Source: an optimization exercise on an open RTL-to-GDS flow (aim: small area). Production flows keep margins and buffers that such runs may drop.
Where RTL was checked, it was by simulation tests only, not by an equivalence proof against the original.
Only the layout flow was run in runs 4 and 5; the RTL was not checked for function there.
Power and IR drop assume default switching activity.

[flow/constraint.sdc]
create_clock -name core_clock -period 25.0 [get_ports {clk}]
set_input_delay 5.0000 -clock core_clock [delete_from_list [all_inputs] [get_ports {clk}]]
set_output_delay 5.0000 -clock core_clock [all_outputs]
set_load 0.01 [all_outputs]
[flow/design.v]
module CLK_1HZ(clk, rst, q15, h, tick);
input clk;
input rst;
input q15;
output reg [6:0] h;
output tick;
assign tick = q15 && (h == 7'd69);
always @(posedge clk)
    if (!rst) h <= 7'd35;
    else if (q15) h <= (h == 7'd69) ? 7'd0 : h + 7'd1;
endmodule
module CLK_100HZ(clk, rst, q);
input clk;
input rst;
output reg [3:0] q;
always @(posedge clk)
    if (!rst) q <= 4'd0;
    else q <= q + 4'd1;
endmodule
module RNG (
    input clock,
    input rst,
    input step,
    output reg [6:0] rc
);
reg [6:0] random;
wire feedback = random[6] ^ random[5];
wire [6:0] r80 = (random >= 7'd80) ? random - 7'd80 : random;
wire [1:0] row = (r80 >= 7'd60) ? 2'd3 : (r80 >= 7'd40) ? 2'd2 : (r80 >= 7'd20) ? 2'd1 : 2'd0;
wire [6:0] col = r80 - {row, 4'b0} - {row, 2'b0};
always @(posedge clock) begin
    if (!rst) begin
        random <= 7'b1010101;
        rc <= {2'd2, 5'd0};    
    end else if (step) begin
        random <= {random[5:0], feedback};
        rc <= {row, col[4:0]};
    end
end
endmodule
module DISPLAY_7SEG (
    input clk,
    input rst,
    input q15,
    input inc,
    input wrap,
    output reg [6:0] seg,
    output reg [3:0] an
);
reg [3:0] g;
reg [1:0] scan;
reg [3:0] digit;
reg [3:0] d0, d1, d2, d3;
reg d4;
always @(posedge clk) begin
    if (!rst) g <= 0;
    else if (q15) g <= g + 1;
end
wire slow_tick = q15 && (g == 4'd7);
always @(posedge clk) begin
    if (!rst || (inc && wrap)) begin
        d0 <= 0; d1 <= 0; d2 <= 0; d3 <= 0; d4 <= 0;
    end else if (inc) begin
        if (d0 != 9) d0 <= d0 + 1;
        else begin
            d0 <= 0;
            if (d1 != 9) d1 <= d1 + 1;
            else begin
                d1 <= 0;
                if (d2 != 9) d2 <= d2 + 1;
                else begin
                    d2 <= 0;
                    if (d3 != 9) d3 <= d3 + 1;
                    else begin
                        d3 <= 0;
                        d4 <= 1;
                    end
                end
            end
        end
    end
end
wire [3:0] dvi   = d0;
wire [3:0] e4    = {3'b0, d4};
wire [3:0] chuc  = d1 + 4'd10 * d2 + 4'd4 * d3 + 4'd8 * e4;
wire [3:0] tram  = d2 + 4'd10 * d3 + 4'd4 * e4;
wire [3:0] nghin = d3 + 4'd10 * e4;
function [6:0] seg_decode;
    input [3:0] num;
    case (num)
        4'h0: seg_decode = 7'b1000000;
        4'h1: seg_decode = 7'b1001111;
        4'h2: seg_decode = 7'b0100100;
        4'h3: seg_decode = 7'b0000110;
        4'h4: seg_decode = 7'b0001011;
        4'h5: seg_decode = 7'b0010010;
        4'h6: seg_decode = 7'b0010000;
        4'h7: seg_decode = 7'b1000111;
        4'h8: seg_decode = 7'b0000000;
        4'h9: seg_decode = 7'b0000010;
        default: seg_decode = 7'b1111111;
    endcase
endfunction
always @(posedge clk) begin
    if (!rst) begin
        scan <= 0;
        an <= 0;
        digit <= 0;
        seg <= 0;
    end else if (slow_tick) begin
        scan <= scan + 1;
        case (scan)
            2'b00: begin an <= 4'b1110; digit <= chuc; end
            2'b01: begin an <= 4'b1101; digit <= dvi; end
            2'b10: begin an <= 4'b1011; digit <= tram; end
            2'b11: begin an <= 4'b0111; digit <= nghin; end
        endcase
        seg <= seg_decode(digit);
    end
end
endmodule
module sound(
    input clk,
    input rst,
    output beep
);
    reg beep_r;
    reg [4:0] st;
    reg [15:0] count;
    reg [13:0] count1;
    reg [6:0] count_end;
    parameter   C4 = 7'd96,
                D4 = 7'd85,
                E4 = 7'd76,
                F4 = 7'd72,
                G4 = 7'd64,
                A4 = 7'd57,
                A4s = 7'd54,
                C5 = 7'd48;
    parameter   TIME = 10000;
    assign beep = beep_r;
    always @(*) begin
        case (st)
            5'd0, 5'd1: count_end = C4;
            5'd2, 5'd3: count_end = D4;
            5'd4, 5'd5: count_end = C4;
            5'd6, 5'd7: count_end = F4;
            5'd8, 5'd9: count_end = E4;
            5'd10, 5'd11: count_end = C4;
            5'd12, 5'd13: count_end = D4;
            5'd14, 5'd15: count_end = C4;
            5'd16, 5'd17: count_end = G4;
            5'd18, 5'd19: count_end = F4;
            5'd20, 5'd21: count_end = C4;
            5'd22, 5'd23: count_end = C5;
            5'd24: count_end = A4;
            default: count_end = 7'd0;
        endcase
    end
    always @(posedge clk) begin
        if (!rst) begin
            count <= 16'h0;
            beep_r <= 1'b0;
        end else begin
            count <= count + 1'b1;
            if (count == {9'd0, count_end}) begin
                count <= 16'h0;
                beep_r <= !beep_r;
            end
        end
    end
    always @(posedge clk) begin
        if (!rst) begin
            count1 <= 14'd0;
            st <= 5'd25;
        end else if (count1 != TIME) begin
            count1 <= count1 + 1'b1;
        end else begin
            count1 <= 14'd0;
            st <= (st == 5'd24) ? 5'd0 : (st == 5'd25) ? 5'd1 : st + 5'd1;
        end
    end
endmodule
module snake_game(clk, rs, rw, en, dat, rst, up, dwn, lef, rig, led, seg, buz);
    input up, dwn, lef, rig, rst, clk;
    output [7:0] dat;
    output rs, rw, en;
    output [3:0] led;
    output [6:0] seg;
    output buz;
    localparam [6:0] CELL_Z  = 7'b0011111;   
    localparam [6:0] CELL_19 = 7'b0010011;   
    reg [7:0] dat;
    reg rs;
    reg [4:0] next;
    reg [14:0] n;
    reg [14:0] m;
    reg [14:0] score;
    reg [1:0] dir;
    reg [1:0] ld;           
    reg [6:0] x;            
    reg [6:0] pos;          
    reg [6:0] food;
    reg clk_food;
    reg game_over;
    reg [6:0] cnt;
    reg [1:0] D [0:79];
    reg [6:0] W;            
    reg [6:0] S;            
    reg [6:0] cj;           
    reg fnd;
    reg [6:0] ci;           
    reg cif;
    integer k;
    wire [3:0] q;
    wire [6:0] h;
    wire tick;
    wire q15 = (q == 4'd15);
    wire lcd_step = (q == 4'd7);
    wire [6:0] rc;
    wire food_step;
    CLK_100HZ U3 (clk, rst, q);
    CLK_1HZ U1 (clk, rst, q15, h, tick);
    DISPLAY_7SEG U2 (clk, rst, q15, food_step, score[13:0] == 14'h3fff, seg, led);
    sound U4 (clk, rst, buz);
    RNG U5 (clk, rst, food_step, rc);
    function [6:0] mv;
        input [6:0] c;
        input [1:0] d;
        begin
            mv = c;
            case (d)
                2'd0: mv[4:0] = (c[4:0] == 5'd19) ? 5'd0 : c[4:0] + 5'd1;
                2'd1: mv[4:0] = (c[4:0] == 5'd0) ? 5'd19 : c[4:0] - 5'd1;
                2'd2: begin mv[5] = ~c[5]; mv[6] = c[6] ^ ~c[5]; end
                2'd3: begin mv[5] = ~c[5]; mv[6] = c[6] ^ c[5]; end
            endcase
        end
    endfunction
    function [7:0] conv;
        input [6:0] c;
        reg [5:0] lo;
        begin
            lo = {1'b0, c[4:0]} + (c[6] ? 6'd20 : 6'd0);
            conv = {1'b1, c[5], lo};
        end
    endfunction
    function [6:0] idx;
        input [6:0] c;
        begin
            idx = (c[6] ? 7'd40 : 7'd0) + (c[5] ? 7'd20 : 7'd0) + {2'b0, c[4:0]};
        end
    endfunction
    wire cnt0 = (cnt == 7'd0);
    wire food_z = food[4] & food[3];
    wire eq = cnt0 ? food_z : (food == pos);
    wire [6:0] fi = idx(food);
    wire live = !game_over && (score > 15'd3);
    wire forb = live && (fi != 7'd0) && (fi <= 7'd78) && ({8'd0, fi} < score);
    wire food_toggle = eq | forb;
    assign food_step = food_toggle && !clk_food;
    wire hit = live && cif && ({8'd0, ci} + 15'd1 < score);
    always @(posedge clk) begin
        if (!rst) begin
            food <= CELL_Z;
            score <= 15'd0;
        end else if (food_step) begin
            food <= rc;
            score <= score + 15'd1;
        end
    end
    always @(posedge clk) begin
        if (!rst) begin
            dir <= 0;
            clk_food <= 0;
            game_over <= 0;
        end else begin
            if (rig == 0 && dir != 1) dir <= 0;
            else if (lef == 0 && dir != 0) dir <= 1;
            else if (up == 0 && dir != 3) dir <= 2;
            else if (dwn == 0 && dir != 2) dir <= 3;
            if (food_toggle)
                clk_food <= ~clk_food;
            if (hit)
                game_over <= 1;
        end
    end
    wire [6:0] di = q[2] ? n[6:0] : {h[5:0], q[3]};
    wire [1:0] dv = D[di];
    always @(posedge clk) begin
        if (tick) begin
            D[0] <= ld;
            for (k = 79; k > 0; k = k - 1)
                D[k] <= D[k-1];
        end
    end
    wire [6:0] sj = {h[5:0], q[3]};
    wire scan_step = (q[2:0] == 3'b001) && (h <= 7'd38);
    wire [6:0] sn = mv(S, dv ^ 2'd1);
    wire sv = ({1'b0, sj} + 8'd1 < {1'b0, cnt});
    always @(posedge clk) begin
        if (!rst) begin
            x <= 7'd0;
            pos <= CELL_19;
            ld <= 2'd0;
            cnt <= 7'd0;
            fnd <= 1'b0;
            cif <= 1'b0;
        end else if (tick) begin
            x <= mv(x, dir);
            pos <= x;
            ld <= dir;
            if (cnt != 7'd81) cnt <= cnt + 7'd1;
            ci <= cj;
            cif <= fnd;
            fnd <= 1'b0;
            S <= x;
        end else if (scan_step) begin
            S <= sn;
            if (!fnd && sv && sn == x) begin
                fnd <= 1'b1;
                cj <= sj;
            end
        end
    end
    wire [6:0] base = (n == 15'd0) ? pos : W;
    wire [6:0] wv = mv(base, dv ^ {1'b0, q[0]});
    wire lcd_read = lcd_step && (next == 5'd6) && (n < score);
    wire adjust = (q == 4'd6) && (h == 7'd0) && (n != 15'd0);
    always @(posedge clk) begin
        if (lcd_read || adjust)
            W <= wv;
    end
    wire [7:0] body = (n >= 15'd80) ? 8'hff :
                      ({1'b0, n[6:0]} + 8'd1 < {1'b0, cnt}) ? conv(wv) :
                      ({1'b0, n[6:0]} + 8'd1 == {1'b0, cnt}) ? 8'h00 : 8'hff;
    always @(posedge clk) begin
    if (!rst) begin
        rs <= 0;
        dat <= 0;
        next <= 0;
        n <= 0;
        m <= 0;
    end else if (lcd_step) begin
        case (next)
            5'd0:  begin rs <= 0; dat <= 8'h38; next <= 5'd1; end
            5'd1:  begin rs <= 0; dat <= 8'h0C; next <= 5'd2; end
            5'd2:  begin rs <= 0; dat <= 8'h6; next <= 5'd3; end
            5'd3:  begin rs <= 0; dat <= 8'h1; next <= 5'd4; end
            5'd4:  begin rs <= 0; dat <= conv(food); next <= 5'd8; end
            5'd8:  begin rs <= 1; dat <= 8'h6F; next <= 5'd5; end
            5'd5:  begin rs <= 0; dat <= cnt0 ? 8'h00 : conv(pos); next <= 5'd9; end
            5'd9:  begin rs <= 1; dat <= 8'h4F;
                        if (score != 0) next <= 5'd10;
                        else next <= 5'd0;
                   end
            5'd6:  begin
                        if (n < score) begin
                            n <= n + 1;
                            rs <= 0;
                            dat <= body;
                            next <= 5'd7;
                        end else begin
                            n <= 0;
                            m <= 0;
                            next <= 5'd13;
                        end
                   end
            5'd7:  begin
                        if (m < score) begin
                            m <= m + 1;
                            rs <= 1;
                            dat <= 8'b11011011;
                            next <= 5'd10;
                        end else begin
                            next <= 5'd13;
                        end
                   end
            5'd10: begin rs <= 1; dat <= 8'h20; next <= 5'd6; end
            5'd13: begin
                        if (game_over) next <= 5'd12;
                        else next <= 5'd0;
                   end
            5'd12: begin rs <= 0; dat <= 8'h1; next <= 5'd14;  end
            5'd14: begin rs <= 0; dat <= 8'h85; next <= 5'd15; end
            5'd15: begin rs <= 1; dat <= "G"; next <= 5'd16;  end
            5'd16: begin rs <= 1; dat <= "a"; next <= 5'd17;  end
            5'd17: begin rs <= 1; dat <= "m"; next <= 5'd18;  end
            5'd18: begin rs <= 1; dat <= "e"; next <= 5'd19; end
            5'd19: begin rs <= 1; dat <= " "; next <= 5'd20; end
            5'd20: begin rs <= 1; dat <= "O"; next <= 5'd21; end
            5'd21: begin rs <= 1; dat <= "v"; next <= 5'd22; end
            5'd22: begin rs <= 1; dat <= "e"; next <= 5'd23; end
            5'd23: begin rs <= 1; dat <= "r"; next <= 5'd24; end
            5'd24: begin rs <= 0; end
            default: begin end
        endcase
    end
    end
    assign en = q[3];
    assign rw = 0;
endmodule
[flow/run.sh]
#!/bin/bash
# synth_recipe.tcl (not shown) runs the flow's synth.tcl, then flattens the netlist and writes it again
# the make line also repeats each setting of config.mk as NAME=value (left out here)
make -C /OpenROAD-flow-scripts/flow DESIGN_CONFIG=/design/flow/config.mk WORK_HOME=/design/flow/orfs CLKGATE_MAP_FILE= SYNTH_SCRIPT=/design/flow/synth_recipe.tcl finish
[flow/config.mk]
export PLATFORM = sky130hd
export DESIGN_NAME = snake_game
export DESIGN_NICKNAME = snake_game
export VERILOG_FILES = /design/flow/design.v
export SDC_FILE = /design/flow/constraint.sdc
export NUM_CORES = 4
export LEC_CHECK = 0
export CAP_MARGIN = 20
export CORE_MARGIN = 2
export CORE_UTILIZATION = 40
export SLEW_MARGIN = 20
==> run_results.csv, run 1 <==
group,metric,value,unit
sta,grt_setup_unrepaired,"no",
global_route,met2_usage,0.301,
clock_tree,cts_buffers,44,
worst_setup_path,endpoint_kind,"primary output",
worst_setup_path,max_stage_delay,0.77,ns
detailed_routing,wirelength,55500,um
floorplanning,dieWidth,235,um
worst_setup_path,start_kind,"register",
final_layout,syn_to_final_growth,10.8,%
worst_setup_path,cp.depth,1,
clock_tree,cts-root-buf,"clkbuf_16",
worst_setup_path,path_buf_inv,1,
clock_tree,htree_num_levels,2,
detailed_routing,wl_per_cell,19.0,um
floorplanning,start_util,0.405,
clock_tree,ctsResizeCount,0,
detailed_routing,vias,16922,
floorplanning,die-area,55200,um^2
sta,finalSetupViolCount,0,
detailed_routing,drc,0,
final_layout,nNetsFinal,2332,
synthesis,synth-edff-count,188,
clock_tree,postCtsSetupBuffers,0,
placement,place_worst_setup_slack,17.63,ns
worst_setup_path,cpLargestDelayFamily,"flip-flops",
worst_setup_path,crit_arrival,2.05,ns
sta,worst_slack,17.95,ns
worst_setup_path,cpMaxStageDelayCell,"dfxtp_1",
global_route,grt_pass1_vias,16056,
synthesis,synth-seq-area-share,0.452,
synthesis,synthArstFlopShare,0,
power,pwr_density_cell,71.1,nW/um^2
synthesis,synth_most_common_cell,"nor2_1",
synthesis,synth_warnings,7,
sta,fin_hold_ws,0.416,ns
synthesis,yosys-top-cells-count,"222 x nor2_1, 200 x dfxtp_1, 193 x nand2_1",
floorplanning,die_h,235,um
global_route,globalRouteTotalUtil,0.195,
hold_path,min_from,"cj[2]",
job,drv_cap,0,
clock_tree,hold_buffers,0,
synthesis,synth_ff_type,"dfxtp_1",
floorplanning,io_pins,29,
detailed_routing,vias_per_cell,5.79,
sta,min_period,7.05,ns
sta,relSlewSlack,0.265,
clock_tree,cts_tree,"yes",
final_layout,final_layout_size_suffix_gt1_frac,0.0622,
worst_setup_path,path_cells,"clkdlybuf4s50_1",
sta,drv_slew,0,
final_layout,area.sequential,9650,um^2
synthesis,synth_cell_types,102,
global_route,grt_busiest_layer,"met2",
worst_setup_path,crit_path_start,"U3.q[3]",
hold_path,hold_class,"reg2reg",
status,outcome,"finished clean",
global_route,grt_pass1_wl,88100,um
clock_tree,cts_sinks,388,
synthesis,ys_seq_elements,388,
final_layout,diodes,0,
synthesis,synth_area_leaders,"edfxtp_1 26%, dfxtp_1 19%, ha_1 7.2%",
global_route,gr-usage-met1,0.274,
worst_setup_path,path_class,"reg2out",
sta,post-route-period-util,0.282,
synthesis,postSynthCellCount,2228,
final_layout,multi_input_area,10900,um^2
placement,hpwl,38700,um
floorplanning,fp.coreArea,52700,um^2
detailed_routing,ant_nets,0,
synthesis,synth_top_cell_by_area,"edfxtp_1",
final_layout,fillers,4982,
sta,tightestPinTransition,1.10,ns
hold_path,holdPathStages,0,
synthesis,syn_area,21300,um^2
detailed_routing,drt_iter0_markers,1669,
synthesis,syn_avg_cell_area,9.58,um^2
clock_tree,cts.clk_slew.worst_paths,0.07,ns
floorplanning,num_rows,84,
placement,routabilityCongestion,0.912,
sta,fmax,0.142,GHz
worst_setup_path,required,20.00,ns
clock_tree,worst_skew_pair.late_latency,0.60,ns
detailed_routing,firstDrtPassIters,8,
power,power.leakage,8.05,nW
synthesis,synthesis.nets,2359,
worst_setup_path,crit_fanout,20,
power,ir_drop,0.0505,mV
worst_setup_path,worstRegToRegCells,21,
global_route,grt.overflow.total,0,
global_route,use_met3,0.0411,
sta,final_hold_viol_count,0,
global_route,grt_max_degree,120,
sta,setup_tns,0,ns
clock_tree,clock_path_buffers,3,
worst_setup_path,r2r-start,"U3.q[2]",
synthesis,netlist.area_leader.share,0.265,
placement,io_buffers,27,
sta,fin_skew,0.0555,ns
global_route,antenna_found_initial,0,
==> layout by cell type (no fill, tap or decap), drive strengths merged, types with 11 or more instances in the layout <==
cell,n
a211oi,29
clkbuf,52
or2,16
a221oi,14
mux2i,39
nand3,82
o31ai,13
nand2,193
a21o,23
nand4,55
edfxtp,188
o221ai,11
nor2,223
ha,122
a21oi,132
clkdlybuf4s50,26
o211ai,16
xor2,49
clkinv,18
buf,23
o21ai,129
a22oi,24
nand2b,24
xnor2,92
nor4,21
nor3,44
nor2b,20
dfxtp,200
or3,19
and3b,11
and3,27
and4,11
inv,76
and2,12
nor3b,17
nor4b,12
o22ai,16
==> routing by layer <==
| metal | share of wire | wire [um] | vias to the layer above |
|---|---|---|---|
| li1 | - | - | 8147 |
| met1 | 0.47 | 26000 | 8186 |
| met2 | 0.44 | 24600 | 509 |
| met3 | 0.065 | 3580 | 80 |
| met4 | 0.022 | 1240 | 0 |
| met5 | 0 | 0 | - |
==> kinds of logic after synthesis <==
kind of cell               Yosys count  synth area share
AOI/OAI and AO/OA                  504             0.155
xor gates and xnor gates           141            0.0591
buffers and inverters              198            0.0399
other                                1          0.000176
adders and majority gates          126            0.0748
and+or+nand+nor                    821             0.196
DFF                                388             0.452
muxes                               49            0.0237
==> report_power, final <==
group	switching [W]	internal [W]	leakage [nW]	total, W
clock network	0.000281	0.000409	0.747	0.000690
logic	0.000156	0.000124	4.21	0.000280
registers	0.0000284	0.000683	3.10	0.000711
total	0.000466	0.00122	8.05	0.00168
==> final timing paths <==
path                               end  slack, ns
worst max-delay path                en      17.95
worst min-delay path             ci[2]       0.42
worst max register to register  dat[4]      18.47
worst min register to register   ci[2]       0.42
==> cell type report <==
class	count	share of cell area
Tap cell	688	0.0364
Clock inverter	28	0.0160
Timing Repair Buffer	49	0.0182
Clock buffer	52	0.0492
Multi-Input combinational cell	1642	0.460
Sequential cell	388	0.408
Inverter	76	0.0123
==> through the flow <==
stage,total power (W),util,cell area [um^2],cells
finish,0.00168,0.449,23600,2923
global route,0.00176,0.449,23600,2923
CTS,0.00170,0.449,23600,2923
global placement,0.000996,0.420,22100,2843
detailed placement,0.00100,0.420,22100,2843
floorplan,0.000939,-,21300,2228
==> sequential cells by signal, indices dropped and copies added (netlist names), 6 cells and up <==
name,cells
U5.random,7
dat,8
W,7
n,15
m,15
S,7
U1.h,7
U2.seg,7
D,160
food,7
U4.count1,14
cj,7
U5.rc,7
cnt,7
score,15
U4.count_end,6
pos,7
x,7
ci,7
U4.count,16
==> run 2, diff against run 1 <==
--- a/flow/design.v
+++ b/flow/design.v
@@ -194,7 +194,7 @@
     reg rs;
     reg [4:0] next;
     reg [14:0] n;
-    reg [14:0] m;
+    reg dl;                 
     reg [14:0] score;
     reg [1:0] dir;
     reg [1:0] ld;           
@@ -203,10 +203,14 @@
     reg [6:0] food;
     reg clk_food;
     reg game_over;
-    reg [6:0] cnt;
-    reg [1:0] D [0:79];
-    reg [6:0] W;            
+    reg z;                  
+    reg [6:0] cr;           
+    reg [1:0] R [0:79];
+    reg [6:0] p;
     reg [6:0] S;            
+    reg [6:0] P, A, B;      
+    reg sa;
+    reg [1:0] d0r;
     reg [6:0] cj;           
     reg fnd;
     reg [6:0] ci;           
@@ -251,15 +255,15 @@
             idx = (c[6] ? 7'd40 : 7'd0) + (c[5] ? 7'd20 : 7'd0) + {2'b0, c[4:0]};
         end
     endfunction
-    wire cnt0 = (cnt == 7'd0);
     wire food_z = food[4] & food[3];
-    wire eq = cnt0 ? food_z : (food == pos);
+    wire eq = z ? food_z : (food == pos);
     wire [6:0] fi = idx(food);
-    wire live = !game_over && (score > 15'd3);
-    wire forb = live && (fi != 7'd0) && (fi <= 7'd78) && ({8'd0, fi} < score);
+    wire shi = |score[14:7];
+    wire live = !game_over && (shi || score[6:2] != 5'd0);
+    wire forb = live && (fi != 7'd0) && (fi <= 7'd78) && (shi || fi < score[6:0]);
     wire food_toggle = eq | forb;
     assign food_step = food_toggle && !clk_food;
-    wire hit = live && cif && ({8'd0, ci} + 15'd1 < score);
+    wire hit = live && cif && (shi || ci < score[6:0]);
     always @(posedge clk) begin
         if (!rst) begin
             food <= CELL_Z;
@@ -285,62 +289,77 @@
                 game_over <= 1;
         end
     end
-    wire [6:0] di = q[2] ? n[6:0] : {h[5:0], q[3]};
-    wire [1:0] dv = D[di];
+    wire [1:0] tv = (p == 7'd0) ? d0r : R[79];
     always @(posedge clk) begin
-        if (tick) begin
-            D[0] <= ld;
-            for (k = 79; k > 0; k = k - 1)
-                D[k] <= D[k-1];
-        end
+        R[0] <= tv;
+        for (k = 1; k < 80; k = k + 1)
+            R[k] <= R[k-1];
+    end
+    always @(posedge clk) begin
+        if (!rst) p <= 7'd0;
+        else if (tick) p <= (p == 7'd78) ? 7'd0 : (p == 7'd79) ? 7'd1 : p + 7'd2;
+        else p <= (p == 7'd79) ? 7'd0 : p + 7'd1;
     end
-    wire [6:0] sj = {h[5:0], q[3]};
-    wire scan_step = (q[2:0] == 3'b001) && (h <= 7'd38);
-    wire [6:0] sn = mv(S, dv ^ 2'd1);
-    wire sv = ({1'b0, sj} + 8'd1 < {1'b0, cnt});
+    wire [6:0] sb = (p == 7'd0) ? pos : S;
+    wire [6:0] sn = mv(sb, tv ^ 2'd1);
+    always @(posedge clk) S <= (tick && p == 7'd79) ? pos : sn;
+    wire sreal = (p <= cr) && !z;
     always @(posedge clk) begin
         if (!rst) begin
             x <= 7'd0;
             pos <= CELL_19;
             ld <= 2'd0;
-            cnt <= 7'd0;
+            z <= 1'b1;
+            cr <= 7'd0;
             fnd <= 1'b0;
+            sa <= 1'b0;
             cif <= 1'b0;
         end else if (tick) begin
             x <= mv(x, dir);
             pos <= x;
             ld <= dir;
-            if (cnt != 7'd81) cnt <= cnt + 7'd1;
+            d0r <= ld;
+            z <= 1'b0;
+            if (!z && cr != 7'd80) cr <= cr + 7'd1;
             ci <= cj;
             cif <= fnd;
             fnd <= 1'b0;
-            S <= x;
-        end else if (scan_step) begin
-            S <= sn;
-            if (!fnd && sv && sn == x) begin
+            sa <= 1'b0;
+        end else begin
+            if (p == 7'd0) sa <= 1'b1;
+            if (sa && !fnd && sreal && p != 7'd0 && p <= 7'd78 && S == x) begin
                 fnd <= 1'b1;
-                cj <= sj;
+                cj <= p;
             end
         end
     end
-    wire [6:0] base = (n == 15'd0) ? pos : W;
-    wire [6:0] wv = mv(base, dv ^ {1'b0, q[0]});
-    wire lcd_read = lcd_step && (next == 5'd6) && (n < score);
-    wire adjust = (q == 4'd6) && (h == 7'd0) && (n != 15'd0);
-    always @(posedge clk) begin
-        if (lcd_read || adjust)
-            W <= wv;
-    end
-    wire [7:0] body = (n >= 15'd80) ? 8'hff :
-                      ({1'b0, n[6:0]} + 8'd1 < {1'b0, cnt}) ? conv(wv) :
-                      ({1'b0, n[6:0]} + 8'd1 == {1'b0, cnt}) ? 8'h00 : 8'hff;
+    wire st7 = (next == 5'd7);
+    wire [15:0] cs = {1'b0, n} + {1'b0, ~score} + {15'd0, !(st7 && dl)};
+    wire lt = !cs[15];
+    wire lcd_read = lcd_step && (next == 5'd6) && lt;
+    wire [6:0] b = n[6:0] + (st7 ? 7'd0 : 7'h7f) + (lcd_read ? 7'd1 : 7'd0) + (tick ? 7'h7f : 7'd0);
+    wire [6:0] pd = p - b;
+    wire n0 = (n == 15'd0) && !st7;
+    always @(posedge clk) begin
+        if (pd == 7'd0) P <= sn;
+        else if (n0 && !lcd_read) P <= pos;
+        else if (lcd_read) P <= A;
+        if (pd == 7'd1) A <= sn;
+        else if (lcd_read) A <= B;
+        else if (tick) A <= P;
+        if (pd == 7'd2) B <= sn;
+        else if (tick) B <= A;
+    end
+    wire [7:0] body = (n[14:7] != 8'd0 || n[6:0] >= 7'd80) ? 8'hff :
+                      (n[6:0] < cr) ? conv(A) :
+                      (n[6:0] == cr && !z) ? 8'h00 : 8'hff;
     always @(posedge clk) begin
     if (!rst) begin
         rs <= 0;
         dat <= 0;
         next <= 0;
         n <= 0;
-        m <= 0;
+        dl <= 0;
     end else if (lcd_step) begin
         case (next)
             5'd0:  begin rs <= 0; dat <= 8'h38; next <= 5'd1; end
@@ -349,30 +368,30 @@
             5'd3:  begin rs <= 0; dat <= 8'h1; next <= 5'd4; end
             5'd4:  begin rs <= 0; dat <= conv(food); next <= 5'd8; end
             5'd8:  begin rs <= 1; dat <= 8'h6F; next <= 5'd5; end
-            5'd5:  begin rs <= 0; dat <= cnt0 ? 8'h00 : conv(pos); next <= 5'd9; end
+            5'd5:  begin rs <= 0; dat <= z ? 8'h00 : conv(pos); next <= 5'd9; end
             5'd9:  begin rs <= 1; dat <= 8'h4F;
                         if (score != 0) next <= 5'd10;
                         else next <= 5'd0;
                    end
             5'd6:  begin
-                        if (n < score) begin
-                            n <= n + 1;
+                        if (lt) begin
                             rs <= 0;
                             dat <= body;
                             next <= 5'd7;
                         end else begin
                             n <= 0;
-                            m <= 0;
+                            dl <= 0;
                             next <= 5'd13;
                         end
                    end
             5'd7:  begin
-                        if (m < score) begin
-                            m <= m + 1;
+                        n <= n + 1;
+                        if (lt) begin
                             rs <= 1;
                             dat <= 8'b11011011;
                             next <= 5'd10;
                         end else begin
+                            dl <= 1;
                             next <= 5'd13;
                         end
                    end
--- a/flow/config.mk
+++ b/flow/config.mk
@@ -8,4 +8,6 @@
 export CAP_MARGIN = 20
 export CORE_MARGIN = 2
 export CORE_UTILIZATION = 40
+export CTS_BUF_LIST = sky130_fd_sc_hd__clkbuf_4
+export CTS_CLUSTER_SIZE = 30
 export SLEW_MARGIN = 20
==> run 2 against run 1 <==
Clock skew increased by 0.017 ns. Maximum frequency decreased by 2.0%. Critical path type is now reg2reg. Critical endpoint is now A[3]. Setup slack worse by 0.14 ns. Area after synthesis fell by 17%. Largest power group unchanged.
==> run_results.csv, run 2 <==
group,metric,value,unit
worst_setup_path,start_kind,"register",
final_layout,largest_reg_flops,160,
detailed_routing,wl_met3,2070,um
synthesis,syn_area,17800,um^2
worst_setup_path,crit_fanout,27,
detailed_routing,wl_per_cell,15.1,um
power,power.leakage,7.80,nW
sta,fmax,0.139,GHz
clock_tree,cts.clk_slew.worst_paths,0.07,ns
detailed_routing,firstDrtPassIters,5,
sta,final_hold_viol_count,0,
floorplanning,die_h,215,um
final_layout,final_cell_mix,"362 x dfxtp_1, 178 x nor2_1, 159 x nand2_1, 153 x clkbuf_4, 129 x a21oi_1",
sta,finalSetupViolCount,0,
sta,post-route-period-util,0.288,
placement,postPlaceCellArea,18500,um^2
detailed_routing,drc,0,
floorplanning,dieWidth,215,um
synthesis,synth-seq-area-share,0.471,
final_layout,top_register,"R",
global_route,globalRouteTotalUtil,0.171,
floorplanning,fp.coreArea,44000,um^2
status,outcome,"finished clean",
final_layout,area.sequential,8360,um^2
final_layout,fin_area,19800,um^2
synthesis,synthArstFlopShare,0,
power,pwr_density_cell,80.6,nW/um^2
synthesis,synth_cell_types,88,
synthesis,yosys-top-cells-count,"362 x dfxtp_1, 178 x nor2_1, 159 x nand2_1",
synthesis,synth_most_common_cell,"dfxtp_1",
clock_tree,worst_skew_pair.late_latency,0.87,ns
synthesis,synthesis.nets,1982,
sta,grt_setup_unrepaired,"no",
placement,io_buffers,27,
final_layout,final_layout_size_suffix_gt1_frac,0.110,
worst_setup_path,endpoint_kind,"register",
sta,drv_slew,0,
synthesis,synth_area_leaders,"dfxtp_1 41%, ha_1 8.3%, edfxtp_1 6.3%",
sta,worst_slack,17.81,ns
global_route,grt_pass1_wl,65600,um
global_route,grt_pass1_vias,13239,
sta,min_period,7.19,ns
synthesis,synth_ff_type,"dfxtp_1",
floorplanning,num_rows,77,
detailed_routing,vias,13480,
synthesis,postSynthCellCount,1846,
detailed_routing,dr_wl_met2,17600,um
clock_tree,cts_tree,"yes",
final_layout,fillers,4246,
power,total_power,0.00160,W
final_layout,nNetsFinal,2050,
final_layout,multi_input_area,8750,um^2
clock_tree,ctsResizeCount,0,
final_layout,syn_to_final_growth,11.8,%
floorplanning,die-area,46100,um^2
worst_setup_path,required,25.49,ns
detailed_routing,wl_met1,18300,um
final_layout,layout_commonest_cell,"dfxtp_1",
global_route,grt_max_degree,75,
placement,placedCellCount,2402,
synthesis,synth_warnings,7,
sta,tightestPinTransition,1.02,ns
job,drv_cap,0,
clock_tree,clock_path_buffers,3,
clock_tree,postCtsSetupBuffers,0,
worst_setup_path,path_class,"reg2reg",
power,ir_drop,0.0463,mV
clock_tree,hold_buffers,0,
synthesis,netlist.area_leader.share,0.408,
sta,fin_skew,0.0721,ns
floorplanning,io_pins,29,
detailed_routing,drt_iter0_markers,713,
detailed_routing,ant_nets,0,
detailed_routing,vias_per_cell,5.21,
sta,relSlewSlack,0.320,
synthesis,syn_avg_cell_area,9.62,um^2
floorplanning,start_util,0.403,
placement,hpwl,26000,um
detailed_routing,wirelength,39000,um
clock_tree,cts-root-buf,"clkbuf_4",
final_layout,fin_cells,2588,
final_layout,reg_top3,"R x160, U4.count x16",
worst_setup_path,crit_arrival,7.69,ns
hold_path,hold_class,"reg2reg",
clock_tree,cts_buffers,102,
detailed_routing,top_layer_used,"met4",
clock_tree,cts_sinks,399,
placement,place_worst_setup_slack,17.74,ns
synthesis,synth_top_cell_by_area,"dfxtp_1",
synthesis,ys_seq_elements,399,
synthesis,synth-edff-count,37,
clock_tree,htree_num_levels,3,
placement,routabilityCongestion,0.858,
global_route,grt.overflow.total,0,
global_route,antenna_found_initial,2,
sta,setup_tns,0,ns
==> run 2: cell types whose count changed in the layout (fill, tap and decap cells not counted), moves of 24 or more <==
| cell | delta |
|---|---|
| clkbuf_16 | -45 |
| clkbuf_4 | +153 |
| dfxtp_1 | +162 |
| edfxtp_1 | -151 |
| nand2_1 | -34 |
| nand3_1 | -24 |
| nand4_1 | -32 |
| nor2_1 | -44 |
| o21ai_0 | -48 |
| xnor2_1 | -24 |
==> run 2: metal layers <==
| metal | up-vias | track usage |
|---|---|---|
| met5 | - | 0 |
| met4 | 0 | 0.0692 |
| met3 | 88 | 0.0415 |
| met2 | 300 | 0.275 |
| met1 | 6360 | 0.222 |
| li1 | 6732 | - |
==> run 2: kinds of logic (layout without fill, tap and decap cells) <==
| group | after synthesis | in the layout | synth area share |
|---|---|---|---|
| mux | 52 | 52 | 0.0295 |
| buf+inv | 168 | 314 | 0.0372 |
| simple gates | 594 | 594 | 0.162 |
| other cells | 1 | 5 | 0.000211 |
| fa+ha+maj | 131 | 131 | 0.0972 |
| compound gates | 388 | 388 | 0.147 |
| xor+xnor | 113 | 113 | 0.0565 |
| flops | 399 | 399 | 0.471 |
==> run 2: worst max-delay path, cell delays in order, from the launching register on <==
cell and delay (ns):
dfxtp_1 0.89, nor3b_1 0.17, a31oi_1 0.23, o211ai_1 0.11, a211oi_2 0.53, nor2_1 0.11, buf_4 0.23, fa_1 0.49
inv_1 0.05, fa_1 0.48, inv_1 0.05, fa_1 0.62, inv_1 0.07, ha_1 0.19, or2_2 0.30, fa_1 0.40
o21ai_0 0.21, o21ai_0 0.10, a311oi_1 0.25, o211ai_1 0.26, nor3_2 0.68, or3_1 0.38
==> run 2: area by class of cell <==
type	instances	area share
Inverter	96	0.0182
Tap cell	592	0.0373
Clock buffer	153	0.0579
Clock inverter	29	0.00756
Antenna cell	4	0.000504
Timing Repair Buffer	36	0.0168
Multi-Input combinational cell	1279	0.441
Sequential cell	399	0.421
==> run 2: through the flow <==
| step | hold WS [ns] | utilization |
|---|---|---|
| 5_1_grt | 0.314 | 0.451 |
| 2_1_floorplan | 0.310 | - |
| 6_report | 0.314 | 0.451 |
| 3_3_place_gp | 0.310 | 0.421 |
| 3_5_place_dp | 0.312 | 0.421 |
| 4_1_cts | 0.316 | 0.450 |
==> run 2: final timing paths <==
check / start / endpoint / slack [ns] / cells after the start
worst max-delay path: next[4] / A[3] / 17.81 / 21
worst min register to register: R[48][1] / R[49][1] / 0.31 / 0
worst min-delay path: R[48][1] / R[49][1] / 0.31 / 0
worst max register to register: next[4] / A[3] / 17.81 / 21
==> run 2: power by group <==
part / switching, W / internal [W]
logic: 0.000180 / 0.000131
clock network: 0.000267 / 0.000282
registers: 0.0000478 / 0.000692
total: 0.000495 / 0.00111
==> run 3, diff against run 2 <==
--- a/flow/config.mk
+++ b/flow/config.mk
@@ -8,6 +8,4 @@
 export CAP_MARGIN = 20
 export CORE_MARGIN = 2
 export CORE_UTILIZATION = 40
-export CTS_BUF_LIST = sky130_fd_sc_hd__clkbuf_4
-export CTS_CLUSTER_SIZE = 30
 export SLEW_MARGIN = 20
==> run 3 against run 2 <==
Final cell count down 4.2%. Register-to-register slack hardly changed. First-iteration DRC count is 7.4% higher. Setup slack improved by 0.0090 ns. Critical endpoint unchanged.
==> run_results.csv, run 3 <==
group,metric,value,unit
placement,routabilityCongestion,0.858,
status,outcome,"finished clean",
placement,placedCellCount,2402,
final_layout,fillers,4161,
final_layout,fin_cells,2479,
hold_path,min_from,"R[12][0]",
final_layout,multi_input_area,8750,um^2
sta,post-route-period-util,0.287,
synthesis,synth-edff-count,37,
sta,grt_setup_unrepaired,"no",
power,p_seq_frac,0.442,
global_route,grt_pass1_wl,64400,um
power,ir_drop,0.0516,mV
clock_tree,cts_tree,"yes",
worst_setup_path,crit_arrival,7.45,ns
synthesis,syn_area,17800,um^2
sta,final_hold_viol_count,0,
detailed_routing,drt_iter0_markers,766,
hold_path,hold_class,"reg2reg",
detailed_routing,vias_per_cell,5.28,
synthesis,synth_most_common_cell,"dfxtp_1",
worst_setup_path,required,25.27,ns
sta,drv_slew,0,
clock_tree,hold_buffers,0,
worst_setup_path,r2r_end,"A[3]",
sta,tightestPinTransition,1.02,ns
final_layout,final_layout_size_suffix_gt1_frac,0.0668,
synthesis,synth_area_leaders,"dfxtp_1 41%, ha_1 8.3%, edfxtp_1 6.3%",
power,comb_power_share,0.185,
clock_tree,cts-root-buf,"clkbuf_16",
synthesis,ys_seq_elements,399,
synthesis,netlist.area_leader.share,0.408,
final_layout,nNetsFinal,1991,
worst_setup_path,timing.critical_path.mode_cell,"fa_1",
worst_setup_path,cpMaxStageDelayCell,"dfxtp_1",
clock_tree,postCtsSetupBuffers,0,
sta,finalSetupViolCount,0,
global_route,grt.overflow.total,0,
floorplanning,fp.coreArea,44000,um^2
worst_setup_path,rrSetupSlack,17.82,ns
final_layout,largest_reg_flops,160,
final_layout,syn_to_final_growth,12.4,%
placement,hpwl,26000,um
synthesis,syn_avg_cell_area,9.62,um^2
synthesis,synth_top_cell_by_area,"dfxtp_1",
sta,min_period,7.18,ns
worst_setup_path,start_kind,"register",
final_layout,final_cell_mix,"362 x dfxtp_1, 178 x nor2_1, 159 x nand2_1, 129 x a21oi_1, 118 x ha_1",
final_layout,top_register,"R",
power,p_int,0.00118,W
final_layout,area.sequential,8360,um^2
worst_setup_path,cpLargestDelayFamily,"simple AND/OR/NAND/NOR gates",
power,pwr_density_cell,83.9,nW/um^2
floorplanning,num_rows,77,
global_route,grt_max_degree,75,
synthesis,synth_cell_types,88,
sta,relSlewSlack,0.313,
clock_tree,htree_num_levels,2,
synthesis,yosys-top-cells-count,"362 x dfxtp_1, 178 x nor2_1, 159 x nand2_1",
clock_tree,cts_sinks,399,
detailed_routing,ant_nets,0,
global_route,grt_pass1_vias,12762,
worst_setup_path,max_stage_delay,0.89,ns
hold_path,hold_end,"R[13][0]",
power,p_sw,0.000491,W
floorplanning,io_pins,29,
sta,fmax,0.139,GHz
global_route,antenna_found_initial,0,
final_layout,diodes,0,
floorplanning,dieWidth,215,um
sta,setup_tns,0,ns
synthesis,synth-seq-area-share,0.471,
worst_setup_path,path_cells,"nor2b_1 > nand2_1 > nor2_1 > o2111ai_1 > nor2_1 > buf_4 > fa_1 > inv_1 > fa_1 > inv_1 > fa_1 > ha_1 > or2_2 > fa_1 > o21ai_0 > o21ai_0 > a311oi_1 > o211ai_1 > nor3_2 > or3_1",
detailed_routing,firstDrtPassIters,5,
floorplanning,start_util,0.403,
final_layout,reg_top3,"R x160, U4.count x16",
global_route,globalRouteTotalUtil,0.168,
power,clkPwrFrac,0.373,
clock_tree,cts_buffers,43,
detailed_routing,drc,0,
detailed_routing,wl_per_cell,15.5,um
floorplanning,die-area,46100,um^2
synthesis,synthesis.nets,1982,
clock_tree,ctsResizeCount,0,
worst_setup_path,worstRegToRegCells,20,
worst_setup_path,crit_fanout,26,
final_layout,layout_commonest_cell,"dfxtp_1",
detailed_routing,vias,13095,
clock_tree,cts.clk_slew.worst_paths,0.06,ns
synthesis,synth_ff_type,"dfxtp_1",
detailed_routing,wirelength,38400,um
worst_setup_path,path_buf_inv,3,
sta,fin_skew,0.0441,ns
power,power.leakage,7.72,nW
worst_setup_path,path_class,"reg2reg",
clock_tree,worst_skew_pair.late_latency,0.59,ns
clock_tree,clock_path_buffers,3,
worst_setup_path,endpoint_kind,"register",
synthesis,synth_warnings,7,
floorplanning,die_h,215,um
synthesis,postSynthCellCount,1846,
hold_path,holdPathStages,0,
job,drv_cap,0,
placement,io_buffers,27,
power,swShare,0.293,
synthesis,synthArstFlopShare,0,
worst_setup_path,r2r-start,"next[2]",
[run 3: kinds of logic after synthesis]
group                      after synthesis  synth area share
buffers and inverters                  168            0.0372
DFF                                    399             0.471
other                                    1          0.000211
and+or+nand+nor                        594             0.162
muxes                                   52            0.0295
AOI/OAI and AO/OA                      388             0.147
xor gates and xnor gates               113            0.0565
adders and majority gates              131            0.0972
[run 3: through the flow]
step            util  worst slack, ns  hold WS (ns)  instance area (um^2)  total power [W]
2_1_floorplan      -            18.47         0.310                 17800         0.000993
3_3_place_gp   0.421            17.80         0.310                 18500          0.00105
3_5_place_dp   0.421            17.74         0.312                 18500          0.00106
4_1_cts        0.453            17.92         0.325                 20000          0.00169
5_1_grt        0.453            17.40         0.329                 20000          0.00177
6_report       0.453            17.82         0.324                 20000          0.00167
[run 3: power groups by stage]
stage	clock [W]	sequential [W]	combinational (W)
finish	0.000625	0.000740	0.000310
global placement	0	0.000753	0.000302
detailed placement	0	0.000754	0.000310
floorplan	0	0.000732	0.000261
global route	0.000668	0.000747	0.000353
CTS	0.000641	0.000741	0.000313
[run 3: layout make-up]
type                       instances  share of cell area
clock buffer                      57              0.0616
clock inverter                    20             0.00947
inverter                          96              0.0181
multi-input combinational       1279               0.438
sequential                       399               0.419
tap                              592              0.0371
timing repair buffer              36              0.0167
[run 3: metal layers]
metal	share of wire	track usage	vias to the layer above
met4	0.029	0.0667	0
met1	0.47	0.223	6202
met5	0	0	-
met3	0.051	0.0270	72
li1	-	-	6553
met2	0.45	0.273	268
[run 3: worst max-delay path by stage]
stage | from | end | slack [ns] | depth (start not counted)
global placement | rst | cj[2] | 17.80 | 6
finish | next[2] | A[3] | 17.82 | 20
floorplan | rst | p[5] | 18.47 | 7
CTS | next[2] | B[0] | 17.92 | 19
global route | next[2] | A[3] | 17.40 | 20
detailed placement | rst | p[5] | 17.74 | 8
==> run 4, diff against run 3 <==
--- a/flow/design.v
+++ b/flow/design.v
@@ -21,20 +21,26 @@
     input clock,
     input rst,
     input step,
-    output reg [6:0] rc
+    output f0,
+    output [6:0] fi
 );
 reg [6:0] random;
+reg f0r, f1r;
 wire feedback = random[6] ^ random[5];
-wire [6:0] r80 = (random >= 7'd80) ? random - 7'd80 : random;
-wire [1:0] row = (r80 >= 7'd60) ? 2'd3 : (r80 >= 7'd40) ? 2'd2 : (r80 >= 7'd20) ? 2'd1 : 2'd0;
-wire [6:0] col = r80 - {row, 4'b0} - {row, 2'b0};
+wire [6:0] r1 = {random[0] ^ random[6], random[6:1]};
+wire [6:0] r2 = {r1[0] ^ r1[6], r1[6:1]};
+wire [6:0] r80 = (r2 >= 7'd80) ? r2 - 7'd80 : r2;
+assign f0 = f0r;
+assign fi = f1r ? 7'd40 : r80;
 always @(posedge clock) begin
     if (!rst) begin
         random <= 7'b1010101;
-        rc <= {2'd2, 5'd0};    
+        f0r <= 1'b1;
+        f1r <= 1'b0;
     end else if (step) begin
         random <= {random[5:0], feedback};
-        rc <= {row, col[4:0]};
+        f0r <= 1'b0;
+        f1r <= f0r;
     end
 end
 endmodule
@@ -44,12 +50,14 @@
     input q15,
     input inc,
     input wrap,
-    output reg [6:0] seg,
-    output reg [3:0] an
+    output [6:0] seg,
+    output [3:0] an
 );
 reg [3:0] g;
 reg [1:0] scan;
 reg [3:0] digit;
+reg [3:0] dp;           
+reg on;                 
 reg [3:0] d0, d1, d2, d3;
 reg d4;
 always @(posedge clk) begin
@@ -101,21 +109,27 @@
         default: seg_decode = 7'b1111111;
     endcase
 endfunction
+assign seg = seg_decode(dp);
+assign an = !on ? 4'b0000 :
+            (scan == 2'b01) ? 4'b1110 :
+            (scan == 2'b10) ? 4'b1101 :
+            (scan == 2'b11) ? 4'b1011 : 4'b0111;
 always @(posedge clk) begin
     if (!rst) begin
         scan <= 0;
-        an <= 0;
+        on <= 0;
         digit <= 0;
-        seg <= 0;
+        dp <= 4'd8;
     end else if (slow_tick) begin
         scan <= scan + 1;
+        on <= 1;
         case (scan)
-            2'b00: begin an <= 4'b1110; digit <= chuc; end
-            2'b01: begin an <= 4'b1101; digit <= dvi; end
-            2'b10: begin an <= 4'b1011; digit <= tram; end
-            2'b11: begin an <= 4'b0111; digit <= nghin; end
+            2'b00: digit <= chuc;
+            2'b01: digit <= dvi;
+            2'b10: digit <= tram;
+            2'b11: digit <= nghin;
         endcase
-        seg <= seg_decode(digit);
+        dp <= digit;
     end
 end
 endmodule
@@ -128,6 +142,7 @@
     reg [4:0] st;
     reg [15:0] count;
     reg [13:0] count1;
+    wire [13:0] count1_nx = {count1[12:0], count1[13] ^ count1[12] ^ count1[11] ^ count1[1]};
     reg [6:0] count_end;
     parameter   C4 = 7'd96,
                 D4 = 7'd85,
@@ -171,12 +186,12 @@
     end
     always @(posedge clk) begin
         if (!rst) begin
-            count1 <= 14'd0;
+            count1 <= 14'd1;
             st <= 5'd25;
-        end else if (count1 != TIME) begin
-            count1 <= count1 + 1'b1;
+        end else if (count1 != 14'd1470) begin
+            count1 <= count1_nx;
         end else begin
-            count1 <= 14'd0;
+            count1 <= 14'd1;
             st <= (st == 5'd24) ? 5'd0 : (st == 5'd25) ? 5'd1 : st + 5'd1;
         end
     end
@@ -198,9 +213,7 @@
     reg [14:0] score;
     reg [1:0] dir;
     reg [1:0] ld;           
-    reg [6:0] x;            
     reg [6:0] pos;          
-    reg [6:0] food;
     reg clk_food;
     reg game_over;
     reg z;                  
@@ -221,13 +234,14 @@
     wire tick;
     wire q15 = (q == 4'd15);
     wire lcd_step = (q == 4'd7);
-    wire [6:0] rc;
+    wire f0;
+    wire [6:0] fi;
     wire food_step;
     CLK_100HZ U3 (clk, rst, q);
     CLK_1HZ U1 (clk, rst, q15, h, tick);
     DISPLAY_7SEG U2 (clk, rst, q15, food_step, score[13:0] == 14'h3fff, seg, led);
     sound U4 (clk, rst, buz);
-    RNG U5 (clk, rst, food_step, rc);
+    RNG U5 (clk, rst, food_step, f0, fi);
     function [6:0] mv;
         input [6:0] c;
         input [1:0] d;
@@ -255,9 +269,11 @@
             idx = (c[6] ? 7'd40 : 7'd0) + (c[5] ? 7'd20 : 7'd0) + {2'b0, c[4:0]};
         end
     endfunction
-    wire food_z = food[4] & food[3];
-    wire eq = z ? food_z : (food == pos);
-    wire [6:0] fi = idx(food);
+    wire [1:0] frow = (fi >= 7'd60) ? 2'd3 : (fi >= 7'd40) ? 2'd2 : (fi >= 7'd20) ? 2'd1 : 2'd0;
+    wire [6:0] fcol = fi - {frow, 4'b0} - {frow, 2'b0};
+    wire [6:0] food = {frow, fcol[4:0]};
+    wire [6:0] x = mv(pos, ld);    
+    wire eq = f0 ? z : (!z && food == pos);
     wire shi = |score[14:7];
     wire live = !game_over && (shi || score[6:2] != 5'd0);
     wire forb = live && (fi != 7'd0) && (fi <= 7'd78) && (shi || fi < score[6:0]);
@@ -265,13 +281,10 @@
     assign food_step = food_toggle && !clk_food;
     wire hit = live && cif && (shi || ci < score[6:0]);
     always @(posedge clk) begin
-        if (!rst) begin
-            food <= CELL_Z;
+        if (!rst)
             score <= 15'd0;
-        end else if (food_step) begin
-            food <= rc;
+        else if (food_step)
             score <= score + 15'd1;
-        end
     end
     always @(posedge clk) begin
         if (!rst) begin
@@ -306,7 +319,6 @@
     wire sreal = (p <= cr) && !z;
     always @(posedge clk) begin
         if (!rst) begin
-            x <= 7'd0;
             pos <= CELL_19;
             ld <= 2'd0;
             z <= 1'b1;
@@ -315,7 +327,6 @@
             sa <= 1'b0;
             cif <= 1'b0;
         end else if (tick) begin
-            x <= mv(x, dir);
             pos <= x;
             ld <= dir;
             d0r <= ld;
@@ -350,8 +361,9 @@
         if (pd == 7'd2) B <= sn;
         else if (tick) B <= A;
     end
+    wire [6:0] cv = (next == 5'd4) ? food : (next == 5'd5) ? pos : A;
     wire [7:0] body = (n[14:7] != 8'd0 || n[6:0] >= 7'd80) ? 8'hff :
-                      (n[6:0] < cr) ? conv(A) :
+                      (n[6:0] < cr) ? conv(cv) :
                       (n[6:0] == cr && !z) ? 8'h00 : 8'hff;
     always @(posedge clk) begin
     if (!rst) begin
@@ -366,9 +378,9 @@
             5'd1:  begin rs <= 0; dat <= 8'h0C; next <= 5'd2; end
             5'd2:  begin rs <= 0; dat <= 8'h6; next <= 5'd3; end
             5'd3:  begin rs <= 0; dat <= 8'h1; next <= 5'd4; end
-            5'd4:  begin rs <= 0; dat <= conv(food); next <= 5'd8; end
+            5'd4:  begin rs <= 0; dat <= conv(cv); next <= 5'd8; end
             5'd8:  begin rs <= 1; dat <= 8'h6F; next <= 5'd5; end
-            5'd5:  begin rs <= 0; dat <= z ? 8'h00 : conv(pos); next <= 5'd9; end
+            5'd5:  begin rs <= 0; dat <= z ? 8'h00 : conv(cv); next <= 5'd9; end
             5'd9:  begin rs <= 1; dat <= 8'h4F;
                         if (score != 0) next <= 5'd10;
                         else next <= 5'd0;
--- a/flow/config.mk
+++ b/flow/config.mk
@@ -8,4 +8,7 @@
 export CAP_MARGIN = 20
 export CORE_MARGIN = 2
 export CORE_UTILIZATION = 40
+export CTS_BUF_LIST = sky130_fd_sc_hd__clkbuf_4
+export CTS_CLUSTER_DIAMETER = 40
+export CTS_CLUSTER_SIZE = 10
 export SLEW_MARGIN = 20
==> run 4 against run 3 <==
Count of clock-buffer cells in the layout up 19. Die area down 5.2%. Clock power down 19%. Maximum frequency down 15%. Area after synthesis down 5.3%. Setup slack worse by 1.3 ns. Sequential share of layout area up 1.1 points. Combinational power down 35%. Largest cell class unchanged. Largest power group unchanged.
==> run_results.csv, run 4 <==
group,metric,value,unit
status,outcome,"finished clean",
clock_tree,hold_buffers,0,
power,p_int,0.000986,W
final_layout,syn_to_final_growth,10.6,%
sta,finalSetupViolCount,0,
power,comb_power_share,0.147,
clock_tree,postCtsSetupBuffers,0,
sta,tightestPinTransition,1.12,ns
sta,setup_tns,0,ns
final_layout,fin_cells,2392,
sta,drv_slew,0,
worst_setup_path,timing.critical_path.mode_cell,"fa_1",
synthesis,synth_top_cell_by_area,"dfxtp_1",
synthesis,yosys-top-cells-count,"344 x dfxtp_1, 161 x nor2_1, 142 x nand2_1",
synthesis,syn_avg_cell_area,9.51,um^2
detailed_routing,vias_per_cell,5.33,
final_layout,final_layout_size_suffix_gt1_frac,0.0800,
sta,worst_slack,16.50,ns
synthesis,synth-seq-area-share,0.475,
floorplanning,num_rows,75,
floorplanning,fp.coreArea,41800,um^2
synthesis,postSynthCellCount,1769,
placement,hpwl,25900,um
worst_setup_path,crit_arrival,8.93,ns
global_route,antenna_found_initial,3,
placement,io_buffers,27,
clock_tree,cts_sinks,381,
synthesis,synth_most_common_cell,"dfxtp_1",
worst_setup_path,path_cells,"nor3b_2 > a31oi_1 > o21ai_0 > a211o_1 > a21oi_1 > o31ai_1 > nand2_1 > inv_1 > fa_1 > fa_1 > fa_1 > inv_1 > ha_1 > or2_2 > fa_1 > o21a_1 > nor3_1 > a21oi_1 > o32a_1 > o21ai_0 > nand4_1 > nor3_2 > or3_1",
detailed_routing,drt_iter0_markers,847,
detailed_routing,wl_per_cell,16.1,um
floorplanning,io_pins,29,
detailed_routing,vias,12742,
synthesis,synth-edff-count,37,
global_route,gr-usage-met1,0.230,
hold_path,holdPathStages,0,
floorplanning,dieWidth,209,um
final_layout,largest_reg_flops,160,
synthesis,ys_seq_elements,381,
worst_setup_path,start_kind,"register",
power,ir_drop,0.0621,mV
global_route,grt_pass1_vias,12440,
hold_path,hold_end,"R[20][0]",
clock_tree,cts.clk_slew.worst_paths,0.09,ns
synthesis,netlist.area_leader.share,0.409,
worst_setup_path,max_stage_delay,0.78,ns
worst_setup_path,worstRegToRegCells,23,
global_route,grt_pass1_wl,63100,um
sta,fmax,0.118,GHz
worst_setup_path,r2r_end,"A[6]",
global_route,use_met3,0.0439,
worst_setup_path,required,25.44,ns
worst_setup_path,path_class,"reg2reg",
worst_setup_path,r2r-start,"next[2]",
final_layout,final_cell_mix,"344 x dfxtp_1, 161 x nor2_1, 142 x nand2_1, 129 x a21oi_1, 105 x ha_1",
synthesis,syn_area,16800,um^2
power,total_power,0.00138,W
synthesis,synth_area_leaders,"dfxtp_1 41%, ha_1 7.8%, edfxtp_1 6.6%",
sta,min_period,8.50,ns
placement,place_worst_setup_slack,16.29,ns
hold_path,hold_class,"reg2reg",
placement,routabilityCongestion,0.871,
power,pwr_density_cell,74.1,nW/um^2
worst_setup_path,endpoint_kind,"register",
clock_tree,ctsResizeCount,0,
power,p_sw,0.000392,W
power,swShare,0.285,
clock_tree,cts-root-buf,"clkbuf_4",
synthesis,synth_ff_type,"dfxtp_1",
global_route,met2_usage,0.285,
sta,fin_hold_ws,0.326,ns
clock_tree,clock_path_buffers,3,
global_route,globalRouteTotalUtil,0.178,
worst_setup_path,rrSetupSlack,16.50,ns
synthesis,synth_warnings,7,
clock_tree,worst_skew_pair.late_latency,0.78,ns
final_layout,layout_commonest_cell,"dfxtp_1",
worst_setup_path,crit_fanout,21,
synthesis,synthesis.nets,1891,
final_layout,nNetsFinal,1921,
sta,grt_setup_unrepaired,"no",
hold_path,min_from,"R[19][0]",
floorplanning,die-area,43700,um^2
clock_tree,htree_num_levels,3,
clock_tree,cts_buffers,68,
sta,final_hold_viol_count,0,
sta,post-route-period-util,0.340,
clock_tree,cts_tree,"yes",
power,p_seq_frac,0.486,
job,drv_cap,0,
synthesis,synth_cell_types,83,
detailed_routing,wirelength,38400,um
detailed_routing,firstDrtPassIters,5,
final_layout,top_register,"R",
global_route,grt_busiest_layer,"met2",
sta,fin_skew,0.0394,ns
power,clkPwrFrac,0.366,
worst_setup_path,cpMaxStageDelayCell,"dfxtp_1",
power,power.leakage,7.43,nW
detailed_routing,ant_nets,0,
final_layout,reg_top3,"R x160, U4.count x16",
floorplanning,start_util,0.403,
sta,relSlewSlack,0.252,
detailed_routing,drc,0,
floorplanning,die_h,209,um
global_route,grt.overflow.total,0,
synthesis,synthArstFlopShare,0,
placement,placedCellCount,2268,
global_route,grt_max_degree,55,
run 4: cell type report:
class | count | area, um^2
fillers | 3912 | 23200
multi-input cells | 1216 | 8170
flip-flops and latches | 381 | 8000
well taps | 539 | 674
clock buffers | 76 | 571
clock inverters | 44 | 485
inverters | 97 | 364
repair buffers | 35 | 325
diodes | 4 | 10.0
run 4: worst max-delay path by stage:
| stage | depth (start not counted) | to | slack, ns | from |
|---|---|---|---|---|
| after global placement | 23 | A[1] | 16.50 | next[2] |
| after CTS | 23 | A[6] | 16.26 | next[2] |
| final | 23 | A[6] | 16.50 | next[2] |
| after floorplan | 24 | A[0] | 17.83 | next[3] |
| after detailed placement | 23 | A[4] | 16.29 | next[2] |
| after global routing | 23 | A[5] | 16.01 | next[2] |
run 4: worst max-delay path: cells and delay by family, from the launching register on:
kind / cells / cell delay, ns
AND/OR/NAND/NOR: 7 / 3.00
adder cells (fa/ha/maj): 5 / 2.08
AO/OA/AOI/OAI: 9 / 1.97
flip-flops: 1 / 0.78
buffers and inverters: 2 / 0.34
run 4: power by group through the flow:
stage               clock network (W)  registers [W]  logic (W)
global route                 0.000551       0.000675   0.000226
global placement                    0       0.000684   0.000195
finish                       0.000505       0.000671   0.000203
floorplan                           0       0.000674   0.000151
detailed placement                  0       0.000685   0.000200
CTS                          0.000526       0.000671   0.000202
run 4: per-layer routing:
metal / wire [um] / part of all wire
met1: 17500 / 0.46
met2: 17500 / 0.46
met3: 2220 / 0.058
met4: 1140 / 0.030
met5: 0 / 0
run 4: logic make-up (layout without fill, tap and decap cells):
logic type,count (synthesis),after routing,synth area share
AOI/OAI and AO/OA,385,385,0.144
xor gates and xnor gates,97,97,0.0513
adders and majority gates,116,116,0.0912
buffers and inverters,172,252,0.0391
DFF,381,381,0.475
muxes,63,63,0.0380
other,1,5,0.000223
and+or+nand+nor,554,554,0.161
run 4: metrics by stage:
| stage | utilization | area (um^2) |
|---|---|---|
| after floorplan | - | 16800 |
| after global placement | 0.420 | 17500 |
| after detailed placement | 0.420 | 17500 |
| after CTS | 0.445 | 18600 |
| after global routing | 0.445 | 18600 |
| final | 0.445 | 18600 |
==> run 5, diff against run 4 <==
--- a/flow/config.mk
+++ b/flow/config.mk
@@ -8,7 +8,7 @@
 export CAP_MARGIN = 20
 export CORE_MARGIN = 2
 export CORE_UTILIZATION = 40
-export CTS_BUF_LIST = sky130_fd_sc_hd__clkbuf_4
-export CTS_CLUSTER_DIAMETER = 40
-export CTS_CLUSTER_SIZE = 10
+export CTS_BUF_LIST = sky130_fd_sc_hd__clkbuf_8
+export CTS_CLUSTER_DIAMETER = 50
+export CTS_CLUSTER_SIZE = 20
 export SLEW_MARGIN = 20
==> run 5 against run 4 <==
Still clean. Clock power shrank 12%. Sequential share of layout area grew 0.41 points. First-iteration DRC count grew 15%. Wire length shrank 1.1%. Synthesized cell count is the same. Combinational power is essentially flat. Maximum frequency shrank 0.65%. Worst hold slack lost 0.0018 ns. Non-clock buffer count is the same. Count of clock-buffer cells in the layout shrank 34. Largest power group unchanged.
==> run_results.csv, run 5 <==
group,metric,value,unit
final_layout,reg_top3,"R x160, U4.count x16",
floorplanning,dieWidth,209,um
clock_tree,ctsResizeCount,0,
synthesis,synth-seq-area-share,0.475,
global_route,grt_pass1_vias,12091,
floorplanning,num_rows,75,
placement,hpwl,25900,um
sta,relSlewSlack,0.213,
clock_tree,clock_path_buffers,3,
power,p_sw,0.000394,W
final_layout,fin_cells,2338,
synthesis,synthesis.nets,1891,
global_route,grt_max_degree,55,
sta,post-route-period-util,0.342,
global_route,globalRouteTotalUtil,0.174,
synthesis,synth-edff-count,37,
power,swShare,0.299,
placement,place_worst_setup_slack,16.29,ns
worst_setup_path,crit_arrival,8.82,ns
status,outcome,"finished clean",
synthesis,synth_area_leaders,"dfxtp_1 41%, ha_1 7.8%, edfxtp_1 6.6%",
detailed_routing,wl_per_cell,16.3,um
worst_setup_path,timing.critical_path.mode_cell,"fa_1",
worst_setup_path,cpMaxStageDelayCell,"dfxtp_1",
sta,setup_tns,0,ns
sta,fmax,0.117,GHz
job,drv_cap,0,
global_route,grt_pass1_wl,61900,um
final_layout,final_layout_size_suffix_gt1_frac,0.0567,
floorplanning,start_util,0.403,
clock_tree,cts_buffers,41,
clock_tree,cts-root-buf,"clkbuf_8",
final_layout,final_util,0.441,
floorplanning,io_pins,29,
clock_tree,cts.clk_slew.worst_paths,0.10,ns
detailed_routing,vias_per_cell,5.39,
placement,placedCellCount,2268,
power,pwr_density_cell,71.4,nW/um^2
synthesis,synth_warnings,7,
synthesis,syn_avg_cell_area,9.51,um^2
sta,fin_skew,0.0347,ns
final_layout,layout_commonest_cell,"dfxtp_1",
global_route,grt.overflow.total,0,
worst_setup_path,max_stage_delay,0.78,ns
synthesis,synth_most_common_cell,"dfxtp_1",
power,p_seq_frac,0.510,
worst_setup_path,path_cells,"nor3b_2 > a31oi_1 > o21ai_0 > a211o_1 > a21oi_1 > o31ai_1 > nand2_1 > inv_1 > fa_1 > fa_1 > fa_1 > inv_1 > ha_1 > or2_2 > fa_1 > o21a_1 > nor3_1 > a21oi_1 > o32a_1 > o21ai_0 > nand4_1 > nor3_2 > or3_1",
synthesis,syn_area,16800,um^2
synthesis,ys_seq_elements,381,
final_layout,syn_to_final_growth,9.54,%
worst_setup_path,start_kind,"register",
global_route,antenna_found_initial,0,
worst_setup_path,crit_fanout,21,
detailed_routing,ant_nets,0,
sta,tightestPinTransition,1.18,ns
power,comb_power_share,0.154,
synthesis,synth_cell_types,83,
hold_path,hold_class,"reg2reg",
synthesis,synthArstFlopShare,0,
synthesis,synth_top_cell_by_area,"dfxtp_1",
clock_tree,hold_buffers,0,
worst_setup_path,path_class,"reg2reg",
clock_tree,cts_sinks,381,
final_layout,nNetsFinal,1894,
sta,grt_setup_unrepaired,"no",
final_layout,top_register,"R",
placement,routabilityCongestion,0.871,
power,clkPwrFrac,0.336,
detailed_routing,vias,12597,
clock_tree,htree_num_levels,2,
final_layout,largest_reg_flops,160,
worst_setup_path,endpoint_kind,"register",
detailed_routing,drt_iter0_markers,976,
sta,drv_slew,0,
synthesis,netlist.area_leader.share,0.409,
clock_tree,worst_skew_pair.late_latency,0.62,ns
final_layout,final_cell_mix,"344 x dfxtp_1, 161 x nor2_1, 142 x nand2_1, 129 x a21oi_1, 105 x ha_1",
clock_tree,postCtsSetupBuffers,0,
floorplanning,die-area,43700,um^2
detailed_routing,wirelength,38000,um
sta,final_hold_viol_count,0,
sta,finalSetupViolCount,0,
power,p_int,0.000922,W
sta,worst_slack,16.45,ns
power,ir_drop,0.0355,mV
synthesis,postSynthCellCount,1769,
floorplanning,fp.coreArea,41800,um^2
detailed_routing,drc,0,
clock_tree,cts_tree,"yes",
final_layout,diodes,0,
power,total_power,0.00132,W
placement,io_buffers,27,
worst_setup_path,rrSetupSlack,16.45,ns
power,power.leakage,7.29,nW
synthesis,yosys-top-cells-count,"344 x dfxtp_1, 161 x nor2_1, 142 x nand2_1",
floorplanning,die_h,209,um
synthesis,synth_ff_type,"dfxtp_1",
sta,min_period,8.55,ns
worst_setup_path,required,25.26,ns
detailed_routing,firstDrtPassIters,5,
-- run 5: cell count changes in the layout (fill, tap and decap cells not counted), sizes merged --
cell,previous run,this run
inv,102,106
clkbuf,76,42
bufinv,10,2
clkinv,24,13
diode,4,0
clkinvlp,5,4
-- run 5: final timing paths --
path	from	to	depth (start not counted)
worst min-delay path	R[47][1]	R[48][1]	0
worst max-delay path	next[2]	A[5]	23
worst max register to register	next[2]	A[5]	23
worst min register to register	R[47][1]	R[48][1]	0
-- run 5: worst max-delay path, delay by kind of cell (launching register included) --
kind	cells	cell delay, ns
buffers and inverters	2	0.35
flip-flops	1	0.78
adder cells (fa/ha/maj)	5	2.09
AO/OA/AOI/OAI	9	1.98
AND/OR/NAND/NOR	7	3.02
-- run 5: cell families (layout without fill, tap and decap cells) --
| group | count (synthesis) | in the layout | share of synthesized area |
|---|---|---|---|
| compound gates | 385 | 385 | 0.144 |
| simple gates | 554 | 554 | 0.161 |
| buf+inv | 172 | 202 | 0.0391 |
| fa+ha+maj | 116 | 116 | 0.0912 |
| mux | 63 | 63 | 0.0380 |
| flops | 381 | 381 | 0.475 |
| other cells | 1 | 1 | 0.000223 |
| xor+xnor | 97 | 97 | 0.0513 |
-- run 5: final cells by class --
cell class                      instances  area [um^2]
Inverter                               97          364
Timing Repair Buffer                   35          325
Fill cell                            3893        23300
Multi-Input combinational cell       1216         8170
Clock inverter                         28          313
Sequential cell                       381         8000
Tap cell                              539          674
Clock buffer                           42          578
-- run 5: routing by layer --
metal	track usage	vias to the layer above	share of wire
li1	-	6237	-
met5	0	-	0
met4	0.0599	0	0.029
met2	0.280	323	0.45
met1	0.230	5969	0.46
met3	0.0403	68	0.060
-- run 5: power by group through the flow --
stage,clock network [W],registers (W),logic [W]
finish,0.000442,0.000671,0.000203
global route,0.000481,0.000675,0.000226
CTS,0.000459,0.000671,0.000201
detailed placement,0,0.000685,0.000200
global placement,0,0.000684,0.000195
floorplan,0,0.000674,0.000151
-- run 5: per-stage QoR --
| step | hold WS, ns | instance area, um^2 |
|---|---|---|
| 2_1_floorplan | 0.310 | 16800 |
| 3_3_place_gp | 0.312 | 17500 |
| 3_5_place_dp | 0.312 | 17500 |
| 4_1_cts | 0.326 | 18400 |
| 5_1_grt | 0.318 | 18400 |
| 6_report | 0.325 | 18400 |

## separate check: timing with driven ports
No port has a modelled driver above. Below, the same layouts with a new extraction and two added sets of constraints. Step 1 sets driving cells, clkbuf_16 on the clock port and buf_2 on the other inputs (assumed; they add their load-dependent delay and slew). Step 2 adds t to the input delays and takes it off the output delays; t is the mean of the earliest and latest rising clock arrival at the registers after step 1. Input paths then give back, and output paths get back, about the clock's delay inside the block. Slacks: ideal ports / drivers / drivers and shift; pairs: ideal ports / drivers.
| run | t (ns) | slack for setup (ns) | pins driven straight from the clock port |
|---|---|---|---|
| run 1 | 0.635 | 17.948 / 17.889 / 17.633 | 1 |
| run 2 | 0.880 | 17.807 / 17.807 / 17.724 | 1 |
| run 3 | 0.623 | 17.816 / 17.816 / 17.751 | 1 |
| run 4 | 0.807 | 16.504 / 16.504 / 16.504 | 1 |
| run 5 | 0.651 | 16.449 / 16.449 / 16.449 | 1 |
After both steps every run listed still meets setup and hold. The setup slack of run 1, which loses most, moves by -0.059 ns with the drivers and by -0.315 ns with both steps.
